This is an optimization exercise on Yosys and OpenROAD, whose aim is small area, not a production implementation.
In this exercise RTL edits were held to simulation tests only and were not proved equivalent to the original.

Setup of job 5917:
==> flow/design.v <==
module fifo1(input clk, rst, sft_rst, read_enb, write_enb, lfd_state,
             input [7:0] data_in,
             output reg [7:0] data_out,
             output empty, full);
reg [8:0] mem [0:15];
reg [4:0] w_ptr, r_ptr;
reg wrapped;
reg [5:0] temp;   
wire temp_zero = &temp;
wire rd = !empty && read_enb;
wire we = write_enb && !full;
reg [15:0] sel;
reg [8:0] rdata;
integer i;
always @(*) begin
        rdata = 9'b0;
        for (i = 0; i < 16; i = i + 1) begin
                sel[i] = (r_ptr[3:0] == i) && (wrapped || w_ptr[3:0] > i);
                rdata = rdata | ({9{sel[i]}} & mem[i]);
        end
end
always @(posedge clk)
        if (we)
                mem[w_ptr[3:0]] <= {lfd_state, data_in};
always @(posedge clk)
        if (!rst || sft_rst) begin
                w_ptr <= 5'b0;
                wrapped <= 1'b0;
        end else if (we) begin
                w_ptr <= w_ptr + 1'b1;
                if (w_ptr[3:0] == 4'hf)
                        wrapped <= 1'b1;
        end
always @(posedge clk)
        if (!rst)
                r_ptr <= 5'b0;
        else if (rd)
                r_ptr <= r_ptr + 1'b1;
always @(posedge clk)
        if (!rst)
                data_out <= 8'b0;
        else if (rd)
                data_out <= rdata[7:0];
        else if (sft_rst || temp_zero)
                data_out <= 8'b0;
always @(posedge clk)
        if (!rst || sft_rst)
                temp <= 6'h3f;
        else if (rd) begin
                if (rdata[8])
                        temp <= rdata[7:2];
                else if (!temp_zero)
                        temp <= temp - 1'b1;
        end
assign full = (w_ptr == 5'd16) && (r_ptr == 5'd0);
assign empty = (r_ptr == w_ptr);
endmodule
module Synchronizer(input rst, clk, detect_add,
                    read_enb_0, read_enb_1, read_enb_2,
                    full_0, full_1, full_2,
                    empty_0, empty_1, empty_2,
                    write_enb_reg,
                    input [1:0] data_in,
                    output vld_out_0, vld_out_1, vld_out_2,
                    output sft_rst_0, sft_rst_1, sft_rst_2,
                    output fifo_full,
                    output [2:0] write_enb);
reg [1:0] address;
always @(posedge clk)
        if (!rst)
                address <= 2'b00;
        else if (detect_add)
                address <= data_in;
assign write_enb = write_enb_reg ? {address == 2'd2, address == 2'd1, address == 2'd0} : 3'b000;
assign fifo_full = (address == 2'd0 && full_0) || (address == 2'd1 && full_1) || (address == 2'd2 && full_2);
assign vld_out_0 = ~empty_0;
assign vld_out_1 = ~empty_1;
assign vld_out_2 = ~empty_2;
timeout t0(.clk(clk), .rst(rst), .vld(vld_out_0), .read_enb(read_enb_0), .sft_rst(sft_rst_0));
timeout t1(.clk(clk), .rst(rst), .vld(vld_out_1), .read_enb(read_enb_1), .sft_rst(sft_rst_1));
timeout t2(.clk(clk), .rst(rst), .vld(vld_out_2), .read_enb(read_enb_2), .sft_rst(sft_rst_2));
endmodule
module timeout(input clk, rst, vld, read_enb, output reg sft_rst);
reg [4:0] count;
always @(posedge clk)
        if (!rst || !vld || read_enb) begin
                count <= 5'd0;
                sft_rst <= 1'b0;
        end else if (count == 5'b11000) begin
                count <= 5'd0;
                sft_rst <= 1'b1;
        end else
                count <= {count[3:0], ~(count[4] ^ count[2])};
endmodule
module fsm(input clk, rst, pkt_valid, parity_done,
           sft_rst_0, sft_rst_1, sft_rst_2,
           fifo_full,
           fifo_empty_0, fifo_empty_1, fifo_empty_2,
           input [1:0] data_in,
           output busy, detect_add, ld_state, laf_state, write_enb_reg, lfd_state);
localparam decoder_address    = 3'b000,
           load_data          = 3'b001,
           load_first_data    = 3'b010,
           load_parity        = 3'b011,
           wait_till_empty    = 3'b100,
           load_after_full    = 3'b101,
           check_parity_error = 3'b110,
           fifo_full_state    = 3'b111;
reg [2:0] state, next_state;
wire addr_ok = (data_in != 2'd3);
wire dest_empty = (data_in == 2'd0 && fifo_empty_0) ||
                  (data_in == 2'd1 && fifo_empty_1) ||
                  (data_in == 2'd2 && fifo_empty_2);
always @(posedge clk)
        if (!rst || sft_rst_0 || sft_rst_1 || sft_rst_2)
                state <= decoder_address;
        else
                state <= next_state;
always @(*) begin
        case (state)
        decoder_address:    next_state = (pkt_valid && addr_ok) ? (dest_empty ? load_first_data : wait_till_empty) : decoder_address;
        load_first_data:    next_state = load_data;
        wait_till_empty:    next_state = dest_empty ? load_first_data : wait_till_empty;
        load_data:          next_state = fifo_full ? fifo_full_state : (pkt_valid ? load_data : load_parity);
        load_parity:        next_state = check_parity_error;
        check_parity_error: next_state = fifo_full ? fifo_full_state : decoder_address;
        fifo_full_state:    next_state = fifo_full ? fifo_full_state : load_after_full;
        default:            next_state = parity_done ? decoder_address : load_data;  
        endcase
end
assign busy = state[2] | state[1];
assign detect_add = (state == decoder_address);
assign ld_state = (state == load_data);
assign laf_state = (state == load_after_full);
assign lfd_state = (state == load_first_data);
assign write_enb_reg = (state == load_data) || (state == load_parity) || (state == load_after_full);
endmodule
module register(input clk, rst, pkt_valid, fifo_full, detect_add, ld_state, laf_state,
                input [7:0] data_in,
                output reg parity_done, err,
                output reg [7:0] dout);
reg [7:0] full_state_byte;
reg [7:0] parity;
always @(posedge clk)
        if (!rst)
                dout <= 8'b0;
        else if (detect_add || (ld_state && !fifo_full))
                dout <= data_in;
        else if (laf_state)
                dout <= full_state_byte;
always @(posedge clk)
        if (!rst)
                full_state_byte <= 8'b0;
        else if (ld_state)
                full_state_byte <= data_in;
always @(posedge clk)
        if (detect_add)
                parity <= data_in;
        else if (ld_state && (pkt_valid || !fifo_full))
                parity <= parity ^ data_in;
always @(posedge clk)
        if (!rst)
                parity_done <= 1'b0;
        else if (ld_state && !fifo_full && !pkt_valid)
                parity_done <= 1'b1;
        else if (detect_add)
                parity_done <= 1'b0;
always @(posedge clk)
        if (!rst)
                err <= 1'b0;
        else if (parity_done)
                err <= (parity != 8'b0);
endmodule
module router(input clk, rst,
              read_enb_0, read_enb_1, read_enb_2, pkt_valid,
              input [7:0] data_in,
              output vld_out_0, vld_out_1, vld_out_2, err, busy,
              output [7:0] data_out_0, data_out_1, data_out_2);
wire [2:0] write_enb;
wire [7:0] dout;
wire sft_rst_0, sft_rst_1, sft_rst_2;
wire fifo_empty_0, fifo_empty_1, fifo_empty_2;
wire full_0, full_1, full_2, fifo_full;
wire detect_add, ld_state, laf_state, write_enb_reg, lfd_state, parity_done;
reg lfd_t;
always @(posedge clk)
        lfd_t <= lfd_state;
fifo1 F0(.clk(clk), .rst(rst), .write_enb(write_enb[0]), .sft_rst(sft_rst_0), .read_enb(read_enb_0),
         .data_in(dout), .lfd_state(lfd_t), .empty(fifo_empty_0), .data_out(data_out_0), .full(full_0));
fifo1 F1(.clk(clk), .rst(rst), .write_enb(write_enb[1]), .sft_rst(sft_rst_1), .read_enb(read_enb_1),
         .data_in(dout), .lfd_state(lfd_t), .empty(fifo_empty_1), .data_out(data_out_1), .full(full_1));
fifo1 F2(.clk(clk), .rst(rst), .write_enb(write_enb[2]), .sft_rst(sft_rst_2), .read_enb(read_enb_2),
         .data_in(dout), .lfd_state(lfd_t), .empty(fifo_empty_2), .data_out(data_out_2), .full(full_2));
Synchronizer synch1(.detect_add(detect_add), .data_in(data_in[1:0]), .clk(clk), .rst(rst),
                    .write_enb_reg(write_enb_reg),
                    .read_enb_0(read_enb_0), .read_enb_1(read_enb_1), .read_enb_2(read_enb_2),
                    .empty_0(fifo_empty_0), .empty_1(fifo_empty_1), .empty_2(fifo_empty_2),
                    .full_0(full_0), .full_1(full_1), .full_2(full_2),
                    .vld_out_0(vld_out_0), .vld_out_1(vld_out_1), .vld_out_2(vld_out_2),
                    .sft_rst_0(sft_rst_0), .sft_rst_1(sft_rst_1), .sft_rst_2(sft_rst_2),
                    .fifo_full(fifo_full), .write_enb(write_enb));
fsm fsm1(.clk(clk), .rst(rst), .pkt_valid(pkt_valid), .parity_done(parity_done),
         .sft_rst_0(sft_rst_0), .sft_rst_1(sft_rst_1), .sft_rst_2(sft_rst_2),
         .fifo_full(fifo_full),
         .fifo_empty_0(fifo_empty_0), .fifo_empty_1(fifo_empty_1), .fifo_empty_2(fifo_empty_2),
         .data_in(data_in[1:0]),
         .busy(busy), .detect_add(detect_add), .ld_state(ld_state), .laf_state(laf_state),
         .write_enb_reg(write_enb_reg), .lfd_state(lfd_state));
register r1(.clk(clk), .rst(rst), .pkt_valid(pkt_valid), .fifo_full(fifo_full),
            .detect_add(detect_add), .ld_state(ld_state), .laf_state(laf_state),
            .data_in(data_in), .parity_done(parity_done), .err(err), .dout(dout));
endmodule
export LEC_CHECK = 0
export CAP_MARGIN = 0
export CORE_MARGIN = 2
export CORE_UTILIZATION = 80
export SLEW_MARGIN = 0
create_clock -name core_clock -period 5.0 [get_ports {clk}]
standard.sh (not shown) runs the stock make flow with config.mk's settings and CLKGATE_MAP_FILE= SYNTH_SCRIPT=/design/flow/synth_recipe.tcl, a recipe that flattens the netlist after the stock synthesis.
==> flow/flow/run.sh <==
#!/bin/bash
# Layout flow: the standard synthesis, its combinational logic re-mapped for
# area, then the standard layout steps with a leaner clock tree (clkbuf_8
# only, no dummy loads) and buf_1 cells as the port buffers.
set -euo pipefail
here=$(pwd)
flowdir=$here/flow
res=$here/orfs/results/$FLOW_PLATFORM/router/base
lib=$FLOW_HOME/platforms/$FLOW_PLATFORM/lib/sky130_fd_sc_hd__tt_025C_1v80.lib
YOSYS=$(command -v yosys || echo /OpenROAD-flow-scripts/tools/install/yosys/bin/yosys)

export CTS_ARGS="-sink_clustering_enable -repair_clock_nets -dont_use_dummy_load -buf_list sky130_fd_sc_hd__clkbuf_8 -sink_clustering_size 20 -sink_clustering_max_diameter 50"
export BUFFER_PORTS_ARGS="-buffer_cell sky130_fd_sc_hd__buf_1"

# 1. standard synthesis
bash standard.sh synth > synth_standard.log 2>&1

# 2. re-map the combinational logic
dont_use=""
for c in $(cat "$flowdir/dont_use.txt"); do dont_use="$dont_use -dont_use $c"; done
python3 "$flowdir/genmodels.py" "$lib" "$here/comb_models.v" > genmodels.log 2>&1
cp "$res/1_2_yosys.v" "$here/1_2_yosys.standard.v"
sed -e "s#@LIB@#$lib#g" -e "s#@MODELS@#$here/comb_models.v#" \
    -e "s#@NETLIST_IN@#$here/1_2_yosys.standard.v#" -e "s#@NETLIST_OUT@#$here/1_2_yosys.resynth.v#" \
    -e "s#@TOP@#$FLOW_TOP#" -e "s#@ABC_SCRIPT@#$flowdir/area.abc#" -e "s#@DONT_USE@#$dont_use#" \
    "$flowdir/resynth.ys.in" > resynth.ys
"$YOSYS" -s resynth.ys > resynth.log 2>&1
cp "$here/1_2_yosys.resynth.v" "$res/1_2_yosys.v"
rm -f "$res/1_synth.odb" "$res/1_synth.sdc"

# 3. the rest of the standard layout
bash standard.sh > layout_standard.log 2>&1
==> flow/flow/dont_use.txt <==
sky130_fd_sc_hd__probe_p_8
sky130_fd_sc_hd__probec_p_8
sky130_fd_sc_hd__lpflow_bleeder_1
sky130_fd_sc_hd__lpflow_clkbufkapwr_1
sky130_fd_sc_hd__lpflow_clkbufkapwr_16
sky130_fd_sc_hd__lpflow_clkbufkapwr_2
sky130_fd_sc_hd__lpflow_clkbufkapwr_4
sky130_fd_sc_hd__lpflow_clkbufkapwr_8
sky130_fd_sc_hd__lpflow_clkinvkapwr_1
sky130_fd_sc_hd__lpflow_clkinvkapwr_16
sky130_fd_sc_hd__lpflow_clkinvkapwr_2
sky130_fd_sc_hd__lpflow_clkinvkapwr_4
sky130_fd_sc_hd__lpflow_clkinvkapwr_8
sky130_fd_sc_hd__lpflow_decapkapwr_12
sky130_fd_sc_hd__lpflow_decapkapwr_3
sky130_fd_sc_hd__lpflow_decapkapwr_4
sky130_fd_sc_hd__lpflow_decapkapwr_6
sky130_fd_sc_hd__lpflow_decapkapwr_8
sky130_fd_sc_hd__lpflow_inputiso0n_1
sky130_fd_sc_hd__lpflow_inputiso0p_1
sky130_fd_sc_hd__lpflow_inputiso1n_1
sky130_fd_sc_hd__lpflow_inputiso1p_1
sky130_fd_sc_hd__lpflow_inputisolatch_1
sky130_fd_sc_hd__lpflow_isobufsrc_1
sky130_fd_sc_hd__lpflow_isobufsrc_16
sky130_fd_sc_hd__lpflow_isobufsrc_2
sky130_fd_sc_hd__lpflow_isobufsrc_4
sky130_fd_sc_hd__lpflow_isobufsrc_8
sky130_fd_sc_hd__lpflow_isobufsrckapwr_16
sky130_fd_sc_hd__lpflow_lsbuf_lh_hl_isowell_tap_1
sky130_fd_sc_hd__lpflow_lsbuf_lh_hl_isowell_tap_2
sky130_fd_sc_hd__lpflow_lsbuf_lh_hl_isowell_tap_4
sky130_fd_sc_hd__lpflow_lsbuf_lh_isowell_4
sky130_fd_sc_hd__lpflow_lsbuf_lh_isowell_tap_1
sky130_fd_sc_hd__lpflow_lsbuf_lh_isowell_tap_2
sky130_fd_sc_hd__lpflow_lsbuf_lh_isowell_tap_4
sky130_fd_sc_hd__nor3_1
sky130_fd_sc_hd__nor4_1
sky130_fd_sc_hd__nor3b_1
sky130_fd_sc_hd__nor4b_1
sky130_fd_sc_hd__nor4bb_1
sky130_fd_sc_hd__a2111oi_0
sky130_fd_sc_hd__nor3_2
sky130_fd_sc_hd__nor4_2
sky130_fd_sc_hd__a21boi_0
sky130_fd_sc_hd__o21ai_0
sky130_fd_sc_hd__o311ai_0
sky130_fd_sc_hd__and2_0
sky130_fd_sc_hd__or2_0
Other scripts of this flow, unchanged in this note and not shown: flow/flow/area.abc, flow/flow/genmodels.py, flow/flow/resynth.ys.in
For job 6281, these inputs were changed with respect to job 5917:
Settings: CORE_UTILIZATION changed from 80 to 70.
--- a/flow/flow/dont_use.txt
+++ b/flow/flow/dont_use.txt
@@ -36,14 +36 @@
 sky130_fd_sc_hd__lpflow_lsbuf_lh_isowell_tap_4
-sky130_fd_sc_hd__nor3_1
-sky130_fd_sc_hd__nor4_1
-sky130_fd_sc_hd__nor3b_1
-sky130_fd_sc_hd__nor4b_1
-sky130_fd_sc_hd__nor4bb_1
-sky130_fd_sc_hd__a2111oi_0
-sky130_fd_sc_hd__nor3_2
-sky130_fd_sc_hd__nor4_2
-sky130_fd_sc_hd__a21boi_0
-sky130_fd_sc_hd__o21ai_0
-sky130_fd_sc_hd__o311ai_0
-sky130_fd_sc_hd__and2_0
-sky130_fd_sc_hd__or2_0
==> comparison <==
- | post-detailed-route wirelength per cell | lower: job 6281 |
- Summary of the comparison: clock skew is higher in job 6281, relative to job 5917.
- First-iteration DRC count (job 6281 / job 5917): 0.74
- Delta (job 6281 minus job 5917): die area now larger, synthesized cell count went down 14.
Edits applied to the flow inputs when going from job 6281 to job 6942:
Settings: CORE_UTILIZATION: 70 -> 60.
--- a/flow/flow/dont_use.txt
+++ b/flow/flow/dont_use.txt
@@ -36 +36,14 @@
 sky130_fd_sc_hd__lpflow_lsbuf_lh_isowell_tap_4
+sky130_fd_sc_hd__nor3_1
+sky130_fd_sc_hd__nor4_1
+sky130_fd_sc_hd__nor3b_1
+sky130_fd_sc_hd__nor4b_1
+sky130_fd_sc_hd__nor4bb_1
+sky130_fd_sc_hd__a2111oi_0
+sky130_fd_sc_hd__nor3_2
+sky130_fd_sc_hd__nor4_2
+sky130_fd_sc_hd__a21boi_0
+sky130_fd_sc_hd__o21ai_0
+sky130_fd_sc_hd__o311ai_0
+sky130_fd_sc_hd__and2_0
+sky130_fd_sc_hd__or2_0
Findings:
- Per the comparison of job 6942 with job 6281, clock-buffer cell count grew by about 7%, maximum frequency from static timing analysis went up.
- On sequential cell count, job 6942 tracks job 6281 almost exactly.
- Measured against each other, job 6281 and job 6942 differ in post-route standard cell area excluding fillers, the lower figure coming from job 6942.
- Job 6942 ended up with a lower layout buffering overhead excluding clock cells than job 6281 did.
Setup changes, job 6942 to job 6481
Settings: CORE_UTILIZATION: 60 -> 70.
--- a/flow/flow/dont_use.txt
+++ b/flow/flow/dont_use.txt
@@ -44,6 +44 @@
 sky130_fd_sc_hd__nor4_2
-sky130_fd_sc_hd__a21boi_0
-sky130_fd_sc_hd__o21ai_0
-sky130_fd_sc_hd__o311ai_0
-sky130_fd_sc_hd__and2_0
-sky130_fd_sc_hd__or2_0
==> comparison <==
- After synthesis and placement, the instance count of job 6481 is below that of job 6942.
- Looking at die outline area across job 6942 and job 6481, the one that comes out lower is job 6481.
- Number of ordinary and repair buffers in the finished layout grows by more than 10% when moving from job 6942 to job 6481.
- The final design instance area without fill of job 6942 and that of job 6481 are within noise of each other.
- Compared to job 6942, job 6481 shows a narrower setup margin.
- Fmax | job 6481 vs job 6942 | job 6481 slower
- | setup skew after layout | job 6481 vs job 6942 | worse |
- Global-route usage: higher on job 6481

static timing again, ports no longer ideal:
No port has a modelled driver above. Below, the same layouts with a new extraction and two added sets of constraints.
Step 1: set_driving_cell puts a clkbuf_16 on clk and a buf_2 on each other input, an assumption about the parent block.
Step 2 also shifts input and output timing later by t, the mid clock arrival at the registers, as if the neighbouring blocks saw the same clock.
Slacks: ideal ports / drivers / drivers and shift; pairs: ideal ports / drivers.
| run | t (ns) | setup slack, ns | worst setup path after step 2 |
|---|---|---|---|
| job 5917 | 0.609 | 1.680 / 1.680 / 1.652 | input to register |
| job 6281 | 0.600 | 1.008 / 1.008 / 1.008 | register to register |
| job 6942 | 0.619 | 1.773 / 1.773 / 1.759 | input to register |
| job 6481 | 0.611 | 1.600 / 1.600 / 1.526 | input to register |
After both steps setup and hold are still met in every run listed. The setup slack of job 6481, which loses most, moves by 0.000 ns with the drivers and by -0.074 ns with both steps.
